Background: an optimization exercise with open tools, aiming at small area. Do not read the settings as production practice.
Only simulation tests tie the RTL to the original design; equivalence was not proved.
The flow treats the clock pin as an ideal source. Dropping or thinning the clock tree relies on that and would not hold on a real chip.
Power and IR drop assume default switching activity.

==> flow/design.v <==
`timescale 1ns/1ps
module PadServo (
    input  clk_i,
    input  rst_i,
    output dclock_o,
    output dlatch_o,
    input  sdata_i,
    output srv_o
);
reg [13:0] h;
wire [13:0] hx = h ^ 14'b10101010101010;
wire hp = (hx == 14'b01011011011101);
always @(posedge clk_i)
    if (rst_i)
        h <= 14'b11111111000111;
    else
        h <= {hx[12:0], hx[13] ^ hx[12] ^ hx[11] ^ hx[1] ^ hp} ^ 14'b10101010101010;
reg a;
reg [4:0] b;
always @(posedge clk_i)
    if (rst_i) begin
        a <= 1'b0;
        b <= 5'd0;
    end else if (hp) begin
        a <= ~a;
        if (a)
            b <= b[4] ? 5'd0 : b ^ {&b[3:0], &b[2:0], &b[1:0], b[0], 1'b1};
    end
assign dlatch_o = (b == 5'd0);
assign dclock_o = a & ~b[4] & (b != 5'd0);
reg s1, s2, t_dec, t_inc, v_inc, v_dec;
always @(posedge clk_i) begin
    s1 <= sdata_i;
    s2 <= s1;
    if (hp && a && b == 5'd6)
        t_dec <= s2;
    if (hp && a && b == 5'd7)
        t_inc <= s2;
end
always @(posedge clk_i)
    if (rst_i) begin
        v_inc <= 1'b0;
        v_dec <= 1'b0;
    end else if (hp && a && b[4]) begin
        v_inc <= t_inc;
        v_dec <= t_dec;
    end
wire en = v_inc ^ v_dec;
reg [23:0] c;
wire [23:0] e = c ^ {24{v_dec}};         
wire sat = &e;                           
wire [24:0] g;
assign g[0] = en & ~sat;
genvar i;
generate for (i = 0; i < 24; i = i + 1) begin : chain
    assign g[i+1] = g[i] & e[i];
end endgenerate
always @(posedge clk_i)
    if (rst_i)
        c <= 24'd0;
    else
        c <= c ^ g[23:0];
reg [6:0] lo;                            
wire [6:0] lx = lo ^ 7'b1010101;
reg [7:0] hi;
wire lo_end = (lx == 7'b1001100);
wire tick = (&hi) & lx[1] & lx[2];
wire [7:0] hi_t;                         
assign hi_t[0] = lo_end | tick;
generate for (i = 1; i < 8; i = i + 1) begin : hinc
    assign hi_t[i] = hi_t[i-1] & hi[i-1];
end endgenerate
always @(posedge clk_i)
    if (rst_i) begin
        hi <= 8'd255;
        lo <= 7'b1000001;
    end else begin
        hi <= hi ^ hi_t;
        if (tick)
            lo <= 7'b1001101;
        else
            lo <= {lx[5:0], lx[6] ^ lx[5] ^ lo_end} ^ 7'b1010101;
    end
reg [4:0] ph;
reg on;
wire ph_top = ph[4] & ph[1] & ph[0];     
always @(posedge clk_i)
    if (rst_i) begin
        ph <= 5'd17;
        on <= 1'b0;
    end else begin
        if (tick)
            ph <= ph_top ? 5'd0 : ph ^ {&ph[3:0], &ph[2:0], &ph[1:0], ph[0], 1'b1};
        on <= tick ? ph_top : (on & (hi < c[23:16]));
    end
assign srv_o = ph_top | on;
endmodule
clock: 10.0 ns
lec_check: 0
cap_margin: 20
core_margin: 2
core_utilization: 40
gpl_timing_driven: 0
slew_margin: 20
standard.sh (not shown) runs the stock make flow with config.mk's settings and CLKGATE_MAP_FILE= SYNTH_SCRIPT=/design/flow/synth_recipe.tcl, a recipe that flattens the netlist after the stock synthesis.
==> flow/flow/run.sh <==
#!/bin/bash
# Own layout flow: the standard flow (standard.sh) with these changes:
#  - synthesis maps the logic with area-oriented ABC scripts and keeps the
#    smallest mapping, and skips the half/full-adder cell extraction so that
#    ABC sees all of the logic (flow/synth_abc.tcl, flow/abc_scripts.txt);
#    everything that creates or maps registers is the standard synthesis
#    unchanged, so every register keeps its name and cell;
#  - the clock tree is one level of four clock buffers, one per quarter of
#    the registers (flow/pre_cts.tcl); a clock buffer whose registers would
#    see a slow clock edge is then upsized (flow/post_cts.tcl);
#  - the port buffers are the smallest buffer cell.
# The make output is kept in flow_make.log in the work folder; ORFS keeps each
# tool's log under orfs/logs/.
set -euo pipefail
W="$(cd "$(dirname "$0")/.." && pwd)"
F="$W/flow"
{
  echo "set ::area_abc_dir {$F}"
  echo "source {$F/synth_abc.tcl}"
  cat "$W/synth_recipe.tcl"
} > "$W/area_synth.tcl"
sed -e "s#SYNTH_SCRIPT=[^ ]*#SYNTH_SCRIPT=$W/area_synth.tcl 'PRE_CTS_TCL=$F/pre_cts.tcl' 'POST_CTS_TCL=$F/post_cts.tcl' 'BUFFER_PORTS_ARGS=-buffer_cell sky130_fd_sc_hd__buf_1'#" "$W/standard.sh" > "$W/area_standard.sh"
cd "$W"
bash "$W/area_standard.sh" > "$W/flow_make.log" 2>&1
Other scripts of this flow, unchanged in this note and not shown: flow/flow/abc_scripts.txt, flow/flow/post_cts.tcl, flow/flow/pre_cts.tcl, flow/flow/synth_abc.tcl
The baseline ran to the end with no violations.
Rerun with:
- CORE_UTILIZATION: 40 -> 55
Combinational power is about the same.
Die area came out lower by about 26%.
Worst setup slack improves by 89 ps.
Cell area drops by about 0.55%.
Critical path depth is unchanged.
Core utilization went up by 17 points.
Clock skew is about the same.
Rerun with:
- CORE_UTILIZATION: 55 -> 70
What happened:
- total power barely changes
- via count grows by 1.1%
- worst setup slack is worse by 17 ps
No run of this note takes its clock network from TritonCTS; it comes from the design's own scripts or RTL.

[separate check: timing with driven ports]
No port has a modelled driver above. Below, the same layouts with a new extraction and two added sets of constraints. Step 1 assumes that a clkbuf_16 drives the clock port and a buf_2 every other input. Step 2, shift: input delay + t, output delay - t, t = (earliest + latest rising clock arrival at the registers) / 2. This alone moves slack from input paths to output paths. Slacks: ideal / step 1 / step 2; pairs: ideal / step 1.
run	shift t [ns]	setup WS [ns]	worst setup path after step 2	worst slew at a driven data input, ns
the first run	0.221	4.033 / 4.033 / 4.033	register to register	0.03
the second run	0.211	4.122 / 4.122 / 4.122	register to register	0.03
the third run	0.213	4.106 / 4.106 / 4.106	register to register	0.03
After both steps setup and hold are still met in every run listed.
